This design comes from an exercise in tuning for small area on the open sky130 flow, not from production work. Only simulation tests tie the RTL to the original design; equivalence was not proved.

==> flow/design.v (outline; a module is shown in full before it is edited, if it fits) <==
// module buck_converter: 1048 lines
module buck_converter(clk_i, rst_i, e_i, v_1_o, v_2i_o, v_2d_o, a_out );
  // ...
==> flow/flow/run.sh <==
#!/bin/bash
# Own layout flow: the standard synthesis, then the same synthesis run
# again on a copy of design.v whose spelled-out full/half adders are turned
# into sky130 fa/ha cells (flow/mknet.py), synthesized without Yosys's
# adder extraction (ADDER_MAP_FILE empty), so the adders stay as written
# instead of being re-extracted with inverters around them; flow/netopt.py
# then flips full adders to drop more inverters.  The adder netlist is used only if its
# registers (names and cell types) are exactly those of the standard
# synthesis; otherwise the standard netlist is laid out.  The rest is
# the standard flow (standard.sh).
set -euo pipefail
W=$(pwd)
R=$W/orfs/results/$FLOW_PLATFORM/buck_converter/base
RF=$W/orfs_fa/results/$FLOW_PLATFORM/buck_converter/base
EXTRA=()
if [[ -f flow/extra.txt ]]; then mapfile -t EXTRA < flow/extra.txt; fi

bash standard.sh synth > std_synth.log 2>&1
cp "$R/1_2_yosys.v" "$W/std_1_2_yosys.v"

use_fa=0
if python3 flow/mknet.py design.v "$W/design_fa.v" > mknet.log 2>&1; then
  sed "s#WORK_HOME=[^ ]*#WORK_HOME=$W/orfs_fa#" standard.sh > standard_fa.sh
  if bash standard_fa.sh VERILOG_FILES="$W/design_fa.v" ADDER_MAP_FILE= synth > fa_synth.log 2>&1; then
    if python3 flow/netopt.py "$RF/1_2_yosys.v" "$W/fa_opt.v" > netopt.log 2>&1 \
       && python3 flow/regcmp.py "$W/std_1_2_yosys.v" "$W/fa_opt.v" > regcmp.log 2>&1; then
      use_fa=1
    fi
  fi
fi
echo "use_fa=$use_fa" | tee use_fa.log
if [[ $use_fa == 1 ]]; then
  cp "$W/fa_opt.v" "$R/1_2_yosys.v"
  rm -f "$R/1_synth.odb" "$R/1_synth.sdc"
fi
bash standard.sh "${EXTRA[@]}" finish > finish.log 2>&1
==> flow/flow/extra.txt <==
BUFFER_PORTS_ARGS=-buffer_cell sky130_fd_sc_hd__buf_1
CTS_ARGS=-sink_clustering_enable -repair_clock_nets -dont_use_dummy_load -sink_clustering_size 30 -buf_list {sky130_fd_sc_hd__clkbuf_4 sky130_fd_sc_hd__clkbuf_8}
==> flow/flow/mknet.py <==
#!/usr/bin/env python3
"""Turn the full and half adders that design.v spells out as
    wire s = x ^ y ^ z;  wire c = (x & y) | (z & (x ^ y));
    wire s = x ^ y;      wire c = x & y;
into sky130 fa/ha cell instances, so that synthesis keeps them as written.
usage: mknet.py design.v out.v"""
import re, sys

NAME = r'[A-Za-z_][\w$]*(?:\[\d+\])?'
W = re.compile(r'^\s*wire\s+(' + NAME + r')\s*=\s*(.*?);\s*$')
lines = open(sys.argv[1]).read().split('\n')
out = []
i = 0
nfa = nha = 0
while i < len(lines):
    m1 = W.match(lines[i])
    m2 = W.match(lines[i + 1]) if m1 and i + 1 < len(lines) else None
    if m1 and m2:
        s, e1 = m1.groups(); c, e2 = m2.groups()
        f = re.fullmatch(r'(%s) \^ (%s) \^ (%s)' % (NAME, NAME, NAME), e1)
        if f:
            x, y, z = f.groups()
            if e2 == '(%s & %s) | (%s & (%s ^ %s))' % (x, y, z, x, y):
                out.append('  wire %s, %s;' % (s, c))
                out.append('  sky130_fd_sc_hd__fa_1 fa%d (.A(%s), .B(%s), .CIN(%s), .SUM(%s), .COUT(%s));' % (nfa, x, y, z, s, c))
                nfa += 1; i += 2; continue
        h = re.fullmatch(r'(%s) \^ (%s)' % (NAME, NAME), e1)
        if h:
            x, y = h.groups()
            if e2 == '%s & %s' % (x, y):
                out.append('  wire %s, %s;' % (s, c))
                out.append('  sky130_fd_sc_hd__ha_1 ha%d (.A(%s), .B(%s), .SUM(%s), .COUT(%s));' % (nha, x, y, s, c))
                nha += 1; i += 2; continue
    out.append(lines[i]); i += 1
open(sys.argv[2], 'w').write('\n'.join(out))
sys.stderr.write('mknet: %d fa, %d ha\n' % (nfa, nha))
==> flow/flow/netopt.py <==
#!/usr/bin/env python3
"""Remove inverters around full adders in a flat Yosys netlist.

A full adder is self-dual: FA(~a,~b,~c) = (~sum, ~cout).  Every sky130 fa
cell may therefore be "flipped" (fed complemented inputs, giving
complemented outputs).  This script drops the netlist's inverters, picks a
flip for each fa cell that needs few inverters, and puts back one inverter
per signal whose complement is still needed.  Registers, ports and all
other cells are left as they are.

usage: netopt.py IN.v OUT.v
"""
import re, sys, collections

INV = re.compile(r'sky130_fd_sc_hd__(clk)?inv_\d+$')
FA = re.compile(r'sky130_fd_sc_hd__fa_\d+$')
OUTPINS = {'X', 'Y', 'Q', 'Q_N', 'COUT', 'SUM', 'HI', 'LO'}

def main():
    src = open(sys.argv[1]).read()
    m = re.search(r'^module\s+(\S+)\s*\((.*?)\);', src, re.M | re.S)
    body_start = m.end()
    end = src.rindex('endmodule')
    body = src[body_start:end]
    # split declarations and cells
    cell_re = re.compile(r'^\s*(sky130_fd_sc_hd__\w+)\s+(\S+)\s*\((.*?)\);', re.M | re.S)
    cells = []
    for cm in cell_re.finditer(body):
        pins = [(p, n.strip()) for p, n in re.findall(r'\.(\w+)\(([^()]*)\)', cm.group(3))]
        cells.append([cm.group(1), cm.group(2), pins])
    decl = cell_re.sub('', body)
    assert 'assign' not in decl, 'assign statements are not handled'
    ports_out = set()
    ports_in = set()
    for d, rng, names in re.findall(r'^\s*(input|output)\s*(\[\d+:\d+\])?\s*([^;]+);', decl, re.M):
        for nm in names.split(','):
            nm = nm.strip()
            if rng:
                hi, lo = map(int, rng[1:-1].split(':'))
                bits = ['%s[%d]' % (nm, i) for i in range(min(hi, lo), max(hi, lo) + 1)]
            else:
                bits = [nm]
            (ports_out if d == 'output' else ports_in).update(bits)
    def norm(n): return n.replace(' ', '')
    driver = {}
    for ci, (t, nm, pins) in enumerate(cells):
        for p, n in pins:
            if p in OUTPINS: driver[norm(n)] = (ci, p)
    # inverters that may be removed: not driving a port
    removable = set()
    for ci, (t, nm, pins) in enumerate(cells):
        if INV.match(t):
            y = norm(dict(pins)['Y'])
            if y not in ports_out: removable.add(ci)
    def resolve(n):
        """(source net, parity) through removable inverters."""
        par = 0
        n = norm(n)
        seen = 0
        while n in driver and driver[n][0] in removable:
            ci = driver[n][0]
            n = norm(dict(cells[ci][2])['A']); par ^= 1
            seen += 1
            assert seen < 100
        return n, par
    fas = [ci for ci, c in enumerate(cells) if FA.match(c[0])
           and not any(p in OUTPINS and norm(n) in ports_out for p, n in c[2])]
    isfa = set(fas)
    # consumers: (cell index, pin, src, par)
    cons = []
    for ci, (t, nm, pins) in enumerate(cells):
        if ci in removable: continue
        for pi, (p, n) in enumerate(pins):
            if p in OUTPINS: continue
            if n.startswith("1'b") or n == '': continue
            s, par = resolve(n)
            cons.append((ci, pi, s, par))
    # output ports driven through removable inverters are not possible (excluded above)
    srcfa = {}   # src net -> fa cell index driving it
    for ci in fas:
        for p, n in cells[ci][2]:
            if p in OUTPINS: srcfa[norm(n)] = ci
    by_src = collections.defaultdict(list)
    by_cell = collections.defaultdict(list)
    for k, (ci, pi, s, par) in enumerate(cons):
        by_src[s].append(k); by_cell[ci].append(k)
    phi = collections.defaultdict(int)
    def need(k):
        ci, pi, s, par = cons[k]
        return par ^ phi[ci] ^ (phi[srcfa[s]] if s in srcfa else 0)
    def src_cost(s):
        return 1 if any(need(k) for k in by_src[s]) else 0
    def affected(f):
        ss = set(cons[k][2] for k in by_cell[f])
        for p, n in cells[f][2]:
            if p in OUTPINS: ss.add(norm(n))
        return ss
    total = sum(src_cost(s) for s in by_src)
    before = len(removable)
    improved = True
    it = 0
    while improved and it < 50:
        improved = False; it += 1
        for f in fas:
            ss = affected(f)
            c0 = sum(src_cost(s) for s in ss)
            phi[f] ^= 1
            c1 = sum(src_cost(s) for s in ss)
            if c1 < c0:
                total += c1 - c0; improved = True
            else:
                phi[f] ^= 1
    # rebuild
    invnet = {}
    newcells = []
    newwires = []
    for k, (ci, pi, s, par) in enumerate(cons):
        if need(k):
            if s not in invnet:
                nn = '_ninv%d_' % len(invnet)
                invnet[s] = nn
                newwires.append(nn)
                newcells.append(['sky130_fd_sc_hd__inv_1', '_ninvc%d_' % (len(invnet) - 1),
                                 [('A', s), ('Y', nn)]])
            net = invnet[s]
        else:
            net = s
        p, _ = cells[ci][2][pi]
        cells[ci][2][pi] = (p, net)
    out = []
    def fmt(n):
        if n.startswith('\\') or (not re.match(r'^[A-Za-z_][\w$]*(\[\d+\])?$', n)):
            if not n.startswith('\\'): n = '\\' + n
            return n + ' '
        return n
    def fmtnet(n):
        # bus bit of a declared vector (e.g. e_i[3]) or an escaped name
        mm = re.match(r'^(\\\S+?)(\[\d+\])?$', n)
        if n.startswith('\\'):
            # escaped identifiers were normalised without the trailing space
            mb = re.match(r'^(\\\S*?)(\[\d+\])$', n)
            if mb and mb.group(1) + mb.group(2) == n and False: pass
            return n + ' '
        return n
    lines = [src[:body_start], decl.rstrip() + '\n']
    for w in newwires: lines.append('  wire %s;\n' % w)
    for ci, (t, nm, pins) in enumerate(cells + newcells):
        if ci < len(cells) and ci in removable: continue
        lines.append('  %s %s (\n%s\n  );\n' % (t, nm, ',\n'.join('    .%s(%s)' % (p, fmtnet(n)) for p, n in pins)))
    lines.append('endmodule\n')
    open(sys.argv[2], 'w').write(''.join(lines))
    sys.stderr.write('netopt: %d inverters before, %d after; %d of %d fa cells flipped\n'
                     % (before, len(invnet), sum(phi[f] for f in fas), len(fas)))

main()
==> flow/flow/regcmp.py <==
#!/usr/bin/env python3
"""Exit 0 only if two flat netlists have the same registers: the same
instance names, each of the same cell type (clocked cells: any cell with a
CLK pin)."""
import re, sys

def regs(path):
    txt = open(path).read()
    out = {}
    for t, n, pins in re.findall(r'(sky130_fd_sc_hd__\w+)\s+(\S+)\s*\((.*?)\);', txt, re.S):
        if re.search(r'\.CLK\(', pins):
            out[n] = t
    return out

a, b = regs(sys.argv[1]), regs(sys.argv[2])
if a != b or not a:
    print('registers differ: %d vs %d' % (len(a), len(b)))
    for k in sorted(set(a) ^ set(b))[:20]: print(' ', k, a.get(k), b.get(k))
    sys.exit(1)
print('registers match: %d' % len(a))
==> flow/standard.sh <==
#!/bin/bash
# synth_recipe.tcl (not shown) runs the flow's synth.tcl, then flattens the netlist and writes it again
# the make line also repeats each setting of config.mk as NAME=value (left out here)
make -C /OpenROAD-flow-scripts/flow DESIGN_CONFIG=/design/flow/config.mk WORK_HOME=/design/flow/orfs CLKGATE_MAP_FILE= SYNTH_SCRIPT=/design/flow/synth_recipe.tcl "${@:-finish}"
==> flow/config.mk <==
export PLATFORM = sky130hd
export DESIGN_NAME = buck_converter
export DESIGN_NICKNAME = buck_converter
export VERILOG_FILES = /design/flow/design.v
export SDC_FILE = /design/flow/constraint.sdc
export NUM_CORES = 4
export LEC_CHECK = 0
export ABC_AREA = 0
export CAP_MARGIN = 20
export CORE_MARGIN = 2
export CORE_UTILIZATION = 60
export CTS_BUF_LIST = sky130_fd_sc_hd__clkbuf_2 sky130_fd_sc_hd__clkbuf_4 sky130_fd_sc_hd__clkbuf_8
export PLACE_DENSITY = 0.8
export SLEW_MARGIN = 20
==> flow/constraint.sdc <==
create_clock -name core_clock -period 11.0 [get_ports {clk_i}]
set_input_delay 2.2000 -clock core_clock [delete_from_list [all_inputs] [get_ports {clk_i}]]
set_output_delay 2.2000 -clock core_clock [all_outputs]
set_load 0.01 [all_outputs]
==> results.yml, run 1 <==
status:
  status: "finished clean"
drt:
  routed-wl-met3_mm: 2.01
  vias: 9952
final_layout:
  clock_cell_area_share_pct: 1.49
  post_route_cells_drive_above_1_share_pct: 5.85
  layout.sequential_cells: 176
  top_register: "q"
  final_nets: 1792
  mostFrequentLayoutCell: "sky130_fd_sc_hd__fa_1"
critical_path:
  critical_path_most_common_cell: "sky130_fd_sc_hd__fa_1"
  critPathMaxFanout: 22
  critPathSlowestCell: "sky130_fd_sc_hd__fa_1"
  r2r_cells: 33
  critical-path-top-delay-family: "adder cells"
  crit_start: "a$_SDFF_PP0_"
global_route:
  grt.busiest_layer: "met2"
  grt_start_max_net_pins: 112
  grt_antenna_before_repair: 0
floorplan:
  design.die.area_mm2: 0.0255
  die_w_um: 160
timing:
  max-slew-margin-rel_pct: 30.4
  hold_slack_ns: 0.472
  slew_viol_final: 0
  maxClockFrequency_mhz: 94.8
clocking:
  h-tree-depth: 4
place:
  placed_cells_incl_taps: 1716
  post_dp_cell_area_mm2: 0.0154
yosys:
  avg_inst_size_synth_um2: 11.1
  syn-instance-count: 1314
==> inputs of run 2 (changes only) <==
--- a/flow/config.mk
+++ b/flow/config.mk
@@ -10,5 +10,7 @@
 export CORE_MARGIN = 2
-export CORE_UTILIZATION = 60
+export CORE_UTILIZATION = 40
 export CTS_BUF_LIST = sky130_fd_sc_hd__clkbuf_2 sky130_fd_sc_hd__clkbuf_4 sky130_fd_sc_hd__clkbuf_8
-export PLACE_DENSITY = 0.8
+export GPL_ROUTABILITY_DRIVEN = 0
+export GPL_TIMING_DRIVEN = 0
+export PLACE_DENSITY = 0.6
 export SLEW_MARGIN = 20
==> results.yml, run 2 <==
status:
  status: "finished clean"
final_layout:
  fin_area_mm2: 0.0163
  final_nets: 1824
  syn2layout_area_growth_pct: 12.3
  n_antenna_cell: 0
  most-common-layout-cells: "sky130_fd_sc_hd__fa_1, sky130_fd_sc_hd__dfxtp_1, sky130_fd_sc_hd__nor2_1, sky130_fd_sc_hd__buf_1"
  mostFrequentLayoutCell: "sky130_fd_sc_hd__fa_1"
  layout.core_utilization_pct: 45.8
  post_route_cells_drive_above_1_share_pct: 8.00
  flip_flop_count_of_the_largest_register_all_copies_and_words_added: 48
  top_register: "q"
drt:
  drt_pass1_iterations: 5
  route.detailed.wl_per_inst_um: 20.9
  vias: 10099
  drt_iter0_markers: 647
  remaining_drc_errors: 0
  via_per_inst: 5.28
  wirelength_mm: 40.0
  drtAntennaViolNets: 0
clocking:
  cts.root.buffer_cell: "sky130_fd_sc_hd__clkbuf_8"
  h-tree-depth: 4
  cts.path.max_buffers: 2
  later_pin_clock_latency_in_the_skew_report_ns: 0.48
  clk_pin_slew_worst_paths_ns: 0.10
  cts_sinks: 176
  cts_tree: "yes"
  total_cts_buffers: 17
  cts.hold.buffers_added: 0
critical_path:
  crit_path_end: "v_2h[31]$_SDFFE_PP0P_"
  r2r_slack_ns: 0.34
  cp-end-kind: "flip-flop"
  critPathSlowestCell: "sky130_fd_sc_hd__fa_1"
  critical_path_most_common_cell: "sky130_fd_sc_hd__fa_1"
  critical_path_buf_inv_count: 7
  critPathMaxFanout: 19
  crit_start: "a$_SDFF_PP0_"
  worst_ep_arrival_time_ns: 11.05
  timing.critical_path.slowest_cell_delay_ns: 0.56
  r2r_cells: 38
  worst_endpoint_required_time_ns: 11.39
  start_of_the_worst_register_to_register_path: "a$_SDFF_PP0_"
  critical-path-top-delay-family: "adder cells"
  crit_type: "reg2reg"
  r2r_end: "v_2h[31]$_SDFFE_PP0P_"
  worstSetupPathDepth: 38
  timing.critical_path.from_type: "flip-flop"
floorplan:
  top_level_ports: 99
  floorplan.initialDensity_pct: 40.8
  die_w_um: 195
  design.die.area_mm2: 0.0379
  placeableCoreArea_mm2: 0.0357
  dieHeight_um: 195
  num_rows: 69
global_route:
  grt_start_max_net_pins: 20
  grt_first_pass_wirelength_mm: 62.2
  global_route.overflow_total: 0
  grt_usage_pct: 22.1
  grt_antenna_before_repair: 0
  grt_pass1_vias: 10784
timing:
  period_share_pct: 96.9
  maxClockFrequency_mhz: 93.9
  period_needed_ns: 10.66
  slew_at_the_pin_closest_to_its_max_slew_limit_ns: 1.04
  report.final.hold_viol_count: 0
  max-slew-margin-rel_pct: 30.2
  clock-skew-final_ns: 0.0347
  tns_ns: 0
  finalSetupViolCount: 0
  slew_viol_final: 0
place:
  port_buffers: 97
  hpwlAfterDp_mm: 33.0
  post_dp_cell_area_mm2: 0.0156
yosys:
  synth.yosys.warnings: 1
  avg_inst_size_synth_um2: 11.1
  syn-instance-count: 1314
  net_count_after_synthesis: 1686
  mappedNetlistArea_mm2: 0.0145
job:
  maxCapViolCount: 0
hold_path:
  hold_path.class: "reg2reg"
[run 2: final cells by class]
| class | count | area, um2 |
|---|---|---|
| multi-input combinational | 1001 | 10900 |
| buffer | 41 | 205 |
| inverter | 92 | 350 |
| sequential | 176 | 3530 |
| clock buffer | 17 | 234 |
| timing repair buffer | 123 | 572 |
| tap | 461 | 577 |
| fill | 3413 | 19300 |
[run 2: per-layer routing]
layer | vias up | track usage, % | wire, um
met5 | - | 0 | 0
met4 | 0 | 6.87 | 1060
met3 | 57 | 4.08 | 2480
met2 | 337 | 37.5 | 20000
met1 | 5243 | 29.0 | 16500
li1 | 4462 | - | -
[run 2: through the flow]
stage / hold WS [ns] / worst slack, ns / std cells
after detailed placement: 0.461 / -1.64 / 1872
final: 0.476 / 0.345 / 1911
after global placement: 0.460 / -1.78 / 1872
after CTS: 0.478 / 0.0590 / 1895
after floorplan: 0.463 / 0.0466 / 1314
after global routing: 0.494 / -0.00110 / 1911
[run 2: worst reg2reg max path, delay by kind of cell, from the launching register on]
family	cells	cell delay [ns]
simple gates	7	1.00
compound gates	7	1.67
buf+inv	7	1.00
fa+ha+maj	15	6.19
xor+xnor	2	0.33
flops	1	0.39
[run 2: worst min path at each step]
| stage | cells past startpoint | end | from |
|---|---|---|---|
| after floorplan | 2 | i_c[0]$_SDFFE_PP0N_ | i_c[0]$_SDFFE_PP0N_ |
| after global placement | 2 | v_1[30]$_SDFFE_PP0P_ | v_1[30]$_SDFFE_PP0P_ |
| after detailed placement | 2 | v_1[21]$_SDFFE_PP0P_ | v_1[21]$_SDFFE_PP0P_ |
| after CTS | 2 | v_1[21]$_SDFFE_PP0P_ | v_1[21]$_SDFFE_PP0P_ |
| after global routing | 2 | v_1[30]$_SDFFE_PP0P_ | v_1[30]$_SDFFE_PP0P_ |
| final | 2 | v_1[21]$_SDFFE_PP0P_ | v_1[21]$_SDFFE_PP0P_ |
[run 2: repair_timing]
| action | 4_1_cts | 5_1_grt |
|---|---|---|
| buffers inserted | 9 | 17 |
| pin swaps | 6 | 13 |
| setup endpoints to repair | 35 | 16 |
| gates resized for setup | 31 | 48 |
==> inputs of run 3 (changes only) <==
--- a/flow/config.mk
+++ b/flow/config.mk
@@ -12,4 +12,2 @@
 export CTS_BUF_LIST = sky130_fd_sc_hd__clkbuf_2 sky130_fd_sc_hd__clkbuf_4 sky130_fd_sc_hd__clkbuf_8
-export GPL_ROUTABILITY_DRIVEN = 0
-export GPL_TIMING_DRIVEN = 0
 export PLACE_DENSITY = 0.6
==> results.yml, run 3 <==
timing:
  finalWorstSetupSlack_ns: 0.465
  max-slew-margin-rel_pct: 32.8
  period_share_pct: 95.8
  tns_ns: 0
  finalSetupViolCount: 0
  rsz_0062_raised_after_global_routing: "no"
  slew_at_the_pin_closest_to_its_max_slew_limit_ns: 0.998
  slew_viol_final: 0
  period_needed_ns: 10.53
  maxClockFrequency_mhz: 94.9
  report.final.hold_viol_count: 0
  clock-skew-final_ns: 0.0343
critical_path:
  critPathSlowestCell: "sky130_fd_sc_hd__fa_1"
  timing.critical_path.from_type: "flip-flop"
  start_of_the_worst_register_to_register_path: "a$_SDFF_PP0_"
  crit_start: "a$_SDFF_PP0_"
  critPathMaxFanout: 13
  r2r_end: "v_2h[30]$_SDFFE_PP0P_"
  crit_type: "reg2reg"
  cp-end-kind: "flip-flop"
  worst_endpoint_required_time_ns: 11.37
  worst_ep_arrival_time_ns: 10.90
  r2r_cells: 33
  r2r_slack_ns: 0.47
  timing.critical_path.slowest_cell_delay_ns: 0.59
  crit_path_end: "v_2h[30]$_SDFFE_PP0P_"
  critical_path_most_common_cell: "sky130_fd_sc_hd__fa_1"
drt:
  wirelength_mm: 36.5
  drtAntennaViolNets: 0
  drt_pass1_iterations: 4
  remaining_drc_errors: 0
  via_per_inst: 5.10
  route.detailed.wl_per_inst_um: 19.4
  drt_iter0_markers: 410
  vias: 9594
hold_path:
  hold_path.class: "reg2reg"
yosys:
  mappedNetlistArea_mm2: 0.0145
  syn-instance-count: 1314
  synth.yosys.warnings: 1
  avg_inst_size_synth_um2: 11.1
  net_count_after_synthesis: 1686
clocking:
  h-tree-depth: 4
  clk_pin_slew_worst_paths_ns: 0.10
  cts_sinks: 176
  total_cts_buffers: 17
  cts.path.max_buffers: 2
  later_pin_clock_latency_in_the_skew_report_ns: 0.48
  cts.root.buffer_cell: "sky130_fd_sc_hd__clkbuf_8"
  cts_tree: "yes"
global_route:
  grt_start_max_net_pins: 86
  grt_first_pass_wirelength_mm: 58.5
  grt_usage_pct: 20.6
  global_route.overflow_total: 0
  grt_pass1_vias: 10476
  grt_antenna_before_repair: 0
place:
  port_buffers: 98
  dp_worst_setup_slack_ns: 0.247
  place_congestion: 0.852
  hpwlAfterDp_mm: 30.4
job:
  maxCapViolCount: 0
final_layout:
  post_route_cells_drive_above_1_share_pct: 5.98
  most-common-layout-cells: "sky130_fd_sc_hd__fa_1, sky130_fd_sc_hd__dfxtp_1, sky130_fd_sc_hd__nor2_1, sky130_fd_sc_hd__buf_1, sky130_fd_sc_hd__inv_1"
  layout.core_utilization_pct: 44.5
  top_register: "q"
  final_nets: 1795
  mostFrequentLayoutCell: "sky130_fd_sc_hd__fa_1"
  syn2layout_area_growth_pct: 9.24
  n_antenna_cell: 0
  flip_flop_count_of_the_largest_register_all_copies_and_words_added: 48
status:
  status: "finished clean"
floorplan:
  placeableCoreArea_mm2: 0.0357
  dieHeight_um: 195
  floorplan.initialDensity_pct: 40.8
  num_rows: 69
  die_w_um: 195
  design.die.area_mm2: 0.0379
  top_level_ports: 99
==> run 3: routing by layer <==
metal | GRT usage (%) | routed length [um] | share of wire [%] | vias up
li1 | - | - | - | 4402
met1 | 25.3 | 14900 | 41 | 4927
met2 | 37.6 | 19300 | 53 | 220
met3 | 3.18 | 1390 | 3.8 | 45
met4 | 5.78 | 894 | 2.5 | 0
met5 | 0 | 0 | 0 | -
==> run 3: critical path, delay by kind of cell, from the launching register on <==
family | cells | cell delay, ns
fa+ha+maj | 16 | 6.65
compound gates | 6 | 1.58
simple gates | 8 | 1.33
flops | 1 | 0.45
xor+xnor | 2 | 0.37
buf+inv | 1 | 0.05
==> run 3: cell type report <==
| class | count | area, um2 |
|---|---|---|
| clock buffer | 17 | 234 |
| fill | 3386 | 19800 |
| tap | 461 | 577 |
| sequential | 176 | 3530 |
| multi-input combinational | 1001 | 10500 |
| inverter | 92 | 345 |
| timing repair buffer | 135 | 649 |
==> run 3: per-stage QoR <==
step           instance area (um2)  hold slack (ns)  instances
5_1_grt                      15900            0.491       1882
3_5_place_dp                 15600            0.463       1862
2_1_floorplan                14600            0.463       1314
6_report                     15900            0.481       1882
3_3_place_gp                 15600            0.460       1862
4_1_cts                      15800            0.481       1879
==> run 3: worst min path at each step <==
stage	start	end	slack, ns	cells past startpoint
after floorplan	i_c[0]$_SDFFE_PP0N_	i_c[0]$_SDFFE_PP0N_	0.46	2
after global placement	v_1[12]$_SDFFE_PP0P_	v_1[12]$_SDFFE_PP0P_	0.46	2
after detailed placement	v_1[29]$_SDFFE_PP0P_	v_1[29]$_SDFFE_PP0P_	0.46	2
after CTS	v_1[6]$_SDFFE_PP0P_	v_1[6]$_SDFFE_PP0P_	0.48	2
after global routing	v_1[6]$_SDFFE_PP0P_	v_1[6]$_SDFFE_PP0P_	0.49	2
final	v_1[6]$_SDFFE_PP0P_	v_1[6]$_SDFFE_PP0P_	0.48	2
==> run 3: timing repair <==
item / 4_1_cts / 5_1_grt
hold buffers: 0 / 0
setup buffers: 0 / 3
hold endpoints to repair: 0 / 0
gates resized for setup: 0 / 5
setup endpoints to repair: 0 / 9
==> inputs of run 4 (changes only) <==
==> flow/flow/extra.txt (replaced) <==
BUFFER_PORTS_ARGS=-buffer_cell sky130_fd_sc_hd__buf_1
CTS_ARGS=-sink_clustering_enable -repair_clock_nets -dont_use_dummy_load -sink_clustering_size 40 -sink_clustering_max_diameter 150 -buf_list {sky130_fd_sc_hd__clkbuf_4 sky130_fd_sc_hd__clkbuf_8 sky130_fd_sc_hd__clkbuf_16}
==> results.yml, run 4 <==
status:
  status: "finished clean"
clocking:
  cts.hold.buffers_added: 0
  later_pin_clock_latency_in_the_skew_report_ns: 0.44
  clk_pin_slew_worst_paths_ns: 0.07
  cts_tree: "yes"
  cts_sinks: 176
  cts.path.max_buffers: 2
  total_cts_buffers: 17
  h-tree-depth: 4
  cts.root.buffer_cell: "sky130_fd_sc_hd__clkbuf_16"
yosys:
  syn-instance-count: 1314
  net_count_after_synthesis: 1686
  avg_inst_size_synth_um2: 11.1
  mappedNetlistArea_mm2: 0.0145
  synth.yosys.warnings: 1
global_route:
  grt_pass1_vias: 10576
  grt_first_pass_wirelength_mm: 58.8
  grt_start_max_net_pins: 86
  grt_usage_pct: 20.7
  grt_antenna_before_repair: 0
  global_route.overflow_total: 0
drt:
  remaining_drc_errors: 0
  wirelength_mm: 36.7
  vias: 9619
  route.detailed.wl_per_inst_um: 19.5
  drtAntennaViolNets: 0
  drt_pass1_iterations: 5
  drt_iter0_markers: 475
  via_per_inst: 5.12
floorplan:
  top_level_ports: 99
  design.die.area_mm2: 0.0379
  num_rows: 69
  placeableCoreArea_mm2: 0.0357
  dieHeight_um: 195
  floorplan.initialDensity_pct: 40.8
  die_w_um: 195
critical_path:
  critPathMaxFanout: 13
  worst_endpoint_required_time_ns: 11.33
  cp-end-kind: "flip-flop"
  critPathSlowestCell: "sky130_fd_sc_hd__fa_1"
  r2r_cells: 33
  timing.critical_path.from_type: "flip-flop"
  worst_ep_arrival_time_ns: 10.93
  crit_type: "reg2reg"
  critical_path_most_common_cell: "sky130_fd_sc_hd__fa_1"
  timing.critical_path.slowest_cell_delay_ns: 0.56
final_layout:
  syn2layout_area_growth_pct: 10.4
  post_route_cells_drive_above_1_share_pct: 5.78
  final_nets: 1793
  flip_flop_count_of_the_largest_register_all_copies_and_words_added: 48
  stdcell_count: 1880
  n_antenna_cell: 0
  top_register: "q"
  most-common-layout-cells: "sky130_fd_sc_hd__fa_1, sky130_fd_sc_hd__dfxtp_1, sky130_fd_sc_hd__nor2_1, sky130_fd_sc_hd__buf_1, sky130_fd_sc_hd__inv_1"
  mostFrequentLayoutCell: "sky130_fd_sc_hd__fa_1"
timing:
  max-slew-margin-rel_pct: 33.7
  tns_ns: 0
  slew_viol_final: 0
  period_share_pct: 96.3
  rsz_0062_raised_after_global_routing: "no"
  finalSetupViolCount: 0
  hold_slack_ns: 0.477
  period_needed_ns: 10.59
  report.final.hold_viol_count: 0
  slew_at_the_pin_closest_to_its_max_slew_limit_ns: 0.984
  maxClockFrequency_mhz: 94.4
  clock-skew-final_ns: 0.0235
place:
  hpwlAfterDp_mm: 30.4
  placed_cells_incl_taps: 1862
  place_congestion: 0.852
  port_buffers: 98
job:
  maxCapViolCount: 0
hold_path:
  min_delay_path_depth: 2
  hold_path.class: "reg2reg"
-- run 4: final cells by class --
cell class	instances	area, um2
timing repair buffer	133	634
fill	3382	19600
tap	461	577
sequential	176	3530
inverter	92	345
clock buffer	17	425
multi-input combinational	1001	10500
-- run 4: layer usage --
| metal | part of all wire, % | vias to the layer above | GRT usage [%] | wire, um |
|---|---|---|---|---|
| met1 | 41 | 4950 | 25.2 | 15000 |
| li1 | - | 4406 | - | - |
| met4 | 2.5 | 0 | 6.04 | 923 |
| met2 | 53 | 216 | 37.9 | 19500 |
| met3 | 3.6 | 47 | 3.09 | 1320 |
| met5 | 0 | - | 0 | 0 |
-- run 4: repair_timing --
item	CTS	global route
endpoints found under the setup margin	0	10
setup buffers	0	1
resized for setup	0	4
-- run 4: critical path: cells and delay by family (launching register included) --
kind	cells	cell delay [ns]
buffers and inverters	1	0.05
AO/OA/AOI/OAI	6	1.68
XOR/XNOR	2	0.38
flip-flops	1	0.44
adder cells (fa/ha/maj)	16	6.62
AND/OR/NAND/NOR	8	1.30
-- run 4: final timing paths --
check	start	end	slack, ns
setup reg to reg	a$_SDFF_PP0_	v_2h[30]$_SDFFE_PP0P_	0.41
hold / removal	v_1[6]$_SDFFE_PP0P_	v_1[6]$_SDFFE_PP0P_	0.48
hold reg to reg	v_1[6]$_SDFFE_PP0P_	v_1[6]$_SDFFE_PP0P_	0.48
setup / recovery	a$_SDFF_PP0_	v_2h[30]$_SDFFE_PP0P_	0.41
-- run 4: per-stage QoR --
step | worst slack (ns) | util (%) | instance area, um2
CTS | 0.186 | 44.9 | 16000
floorplan | 0.0466 | - | 14600
detailed placement | 0.247 | 43.7 | 15600
global placement | 0.474 | 43.7 | 15600
finish | 0.405 | 45.0 | 16000
global route | 0.00279 | 45.0 | 16000
==> inputs of run 5 (changes only) <==
==> flow/flow/extra.txt (replaced) <==
BUFFER_PORTS_ARGS=-buffer_cell sky130_fd_sc_hd__buf_1
CTS_ARGS=-sink_clustering_enable -repair_clock_nets -dont_use_dummy_load -sink_clustering_size 30 -root_buf sky130_fd_sc_hd__clkbuf_8 -sink_clustering_buffer sky130_fd_sc_hd__clkbuf_4 -buf_list {sky130_fd_sc_hd__clkbuf_4 sky130_fd_sc_hd__clkbuf_8}
==> results.yml, run 5 <==
drt:
  remaining_drc_errors: 0
  vias: 9594
  drt_iter0_markers: 410
  wirelength_mm: 36.5
  via_per_inst: 5.10
  route.detailed.wl_per_inst_um: 19.4
  drtAntennaViolNets: 0
  drt_pass1_iterations: 4
place:
  hpwlAfterDp_mm: 30.4
  port_buffers: 98
  dp_worst_setup_slack_ns: 0.247
  place_congestion: 0.852
yosys:
  avg_inst_size_synth_um2: 11.1
  net_count_after_synthesis: 1686
  synth.yosys.warnings: 1
  mappedNetlistArea_mm2: 0.0145
  syn-instance-count: 1314
clocking:
  cts_tree: "yes"
  cts_sinks: 176
  clk_pin_slew_worst_paths_ns: 0.10
  cts.root.buffer_cell: "sky130_fd_sc_hd__clkbuf_8"
  total_cts_buffers: 17
  later_pin_clock_latency_in_the_skew_report_ns: 0.48
  h-tree-depth: 4
  cts.path.max_buffers: 2
final_layout:
  n_fill_cell: 3386
  final_nets: 1795
  multiInputGateArea_mm2: 0.0105
  mostFrequentLayoutCell: "sky130_fd_sc_hd__fa_1"
  flip_flop_count_of_the_largest_register_all_copies_and_words_added: 48
  top_register: "q"
  layout.core_utilization_pct: 44.5
  post_route_cells_drive_above_1_share_pct: 5.98
  ff_latch_area_mm2: 0.00353
  most-common-layout-cells: "sky130_fd_sc_hd__fa_1, sky130_fd_sc_hd__dfxtp_1, sky130_fd_sc_hd__nor2_1, sky130_fd_sc_hd__buf_1, sky130_fd_sc_hd__inv_1"
  syn2layout_area_growth_pct: 9.24
  n_antenna_cell: 0
critical_path:
  critical_path_most_common_cell: "sky130_fd_sc_hd__fa_1"
  timing.critical_path.from_type: "flip-flop"
  timing.critical_path.slowest_cell_delay_ns: 0.59
  worst_ep_arrival_time_ns: 10.90
  critPathMaxFanout: 13
  worst_endpoint_required_time_ns: 11.37
  critical_path_buf_inv_count: 1
  cp-end-kind: "flip-flop"
  critPathSlowestCell: "sky130_fd_sc_hd__fa_1"
  critical-path-top-delay-family: "adder cells"
  crit_type: "reg2reg"
timing:
  clock-skew-final_ns: 0.0343
  rsz_0062_raised_after_global_routing: "no"
  slew_viol_final: 0
  max-slew-margin-rel_pct: 32.8
  slew_at_the_pin_closest_to_its_max_slew_limit_ns: 0.998
  maxClockFrequency_mhz: 94.9
  tns_ns: 0
  period_needed_ns: 10.53
  finalWorstSetupSlack_ns: 0.465
  period_share_pct: 95.8
  report.final.hold_viol_count: 0
  finalSetupViolCount: 0
hold_path:
  hold_path.class: "reg2reg"
global_route:
  grt_start_max_net_pins: 86
  grt_first_pass_wirelength_mm: 58.5
  grt_antenna_before_repair: 0
  grt_usage_pct: 20.6
  grt_pass1_vias: 10476
  global_route.overflow_total: 0
floorplan:
  die_w_um: 195
  placeableCoreArea_mm2: 0.0357
  num_rows: 69
  top_level_ports: 99
  floorplan.initialDensity_pct: 40.8
  design.die.area_mm2: 0.0379
  dieHeight_um: 195
status:
  status: "finished clean"
job:
  maxCapViolCount: 0
run 5: worst reg2reg max path: cells and delay by family, from the launching register on:
| family | cells | cell delay [ns] |
|---|---|---|
| fa+ha+maj | 16 | 6.65 |
| compound gates | 6 | 1.58 |
| simple gates | 8 | 1.34 |
| flops | 1 | 0.45 |
| xor+xnor | 2 | 0.37 |
| buf+inv | 1 | 0.05 |
run 5: area by class of cell:
cell class / instances / area share [%]
clock buffers: 17 / 1.47
inverters: 92 / 2.17
multi-input cells: 1001 / 66.4
flip-flops and latches: 176 / 22.2
well taps: 461 / 3.63
repair buffers: 135 / 4.09
run 5: stage by stage:
stage	hold slack (ns)	std cells	cell area [um2]
finish	0.481	1882	15900
global route	0.491	1882	15900
CTS	0.481	1879	15800
detailed placement	0.463	1862	15600
global placement	0.460	1862	15600
floorplan	0.463	1314	14600
run 5: per-layer routing:
metal,wire [um],track usage (%),up-vias
met4,894,5.78,0
met5,0,0,-
met1,14900,25.3,4927
met2,19300,37.6,220
met3,1390,3.18,45
li1,-,-,4402
run 5: final timing paths:
check / from / end / slack (ns) / cells after the start
hold reg to reg: v_1[6]$_SDFFE_PP0P_ / v_1[6]$_SDFFE_PP0P_ / 0.48 / 2
hold / removal: v_1[6]$_SDFFE_PP0P_ / v_1[6]$_SDFFE_PP0P_ / 0.48 / 2
setup reg to reg: a$_SDFF_PP0_ / v_2h[30]$_SDFFE_PP0P_ / 0.47 / 33
setup / recovery: a$_SDFF_PP0_ / v_2h[30]$_SDFFE_PP0P_ / 0.47 / 33
run 5: timing repair:
action / CTS / global route
buffers inserted: 0 / 3
hold buffers: 0 / 0
gates resized for setup: 0 / 5
setup endpoints to repair: 0 / 9

==> afterwards: timing with drivers on the ports <==
In the flow no input, the clock included, has a driving cell. The finished layouts below were timed again as built, in two steps. Step 1, drivers: a clkbuf_16 drives clk_i and a buf_2 each remaining input, both assumed. Step 2 adds t to the input delays and takes it off the output delays; t is the mean of the earliest and latest rising clock arrival at the registers after step 1. Input paths then give back, and output paths get back, about the clock's delay inside the block. Slacks: ideal / step 1 / step 2; pairs: ideal / step 1.
run | t (ns) | setup WS [ns] | latest minus earliest clock arrival (ns) | slew at the worst register clock pin (ns)
run 1 | 0.489 | 0.452 / 0.452 / 0.452 | 0.046 / 0.046 | 0.11 / 0.11
run 2 | 0.508 | 0.345 / 0.345 / 0.345 | 0.034 / 0.035 | 0.10 / 0.10
run 3 | 0.510 | 0.465 / 0.465 / 0.465 | 0.036 / 0.036 | 0.11 / 0.11
run 4 | 0.480 | 0.405 / 0.405 / 0.405 | 0.025 / 0.025 | 0.08 / 0.08
run 5 | 0.510 | 0.465 / 0.465 / 0.465 | 0.036 / 0.036 | 0.11 / 0.11
After both steps setup and hold are still met in every run listed.
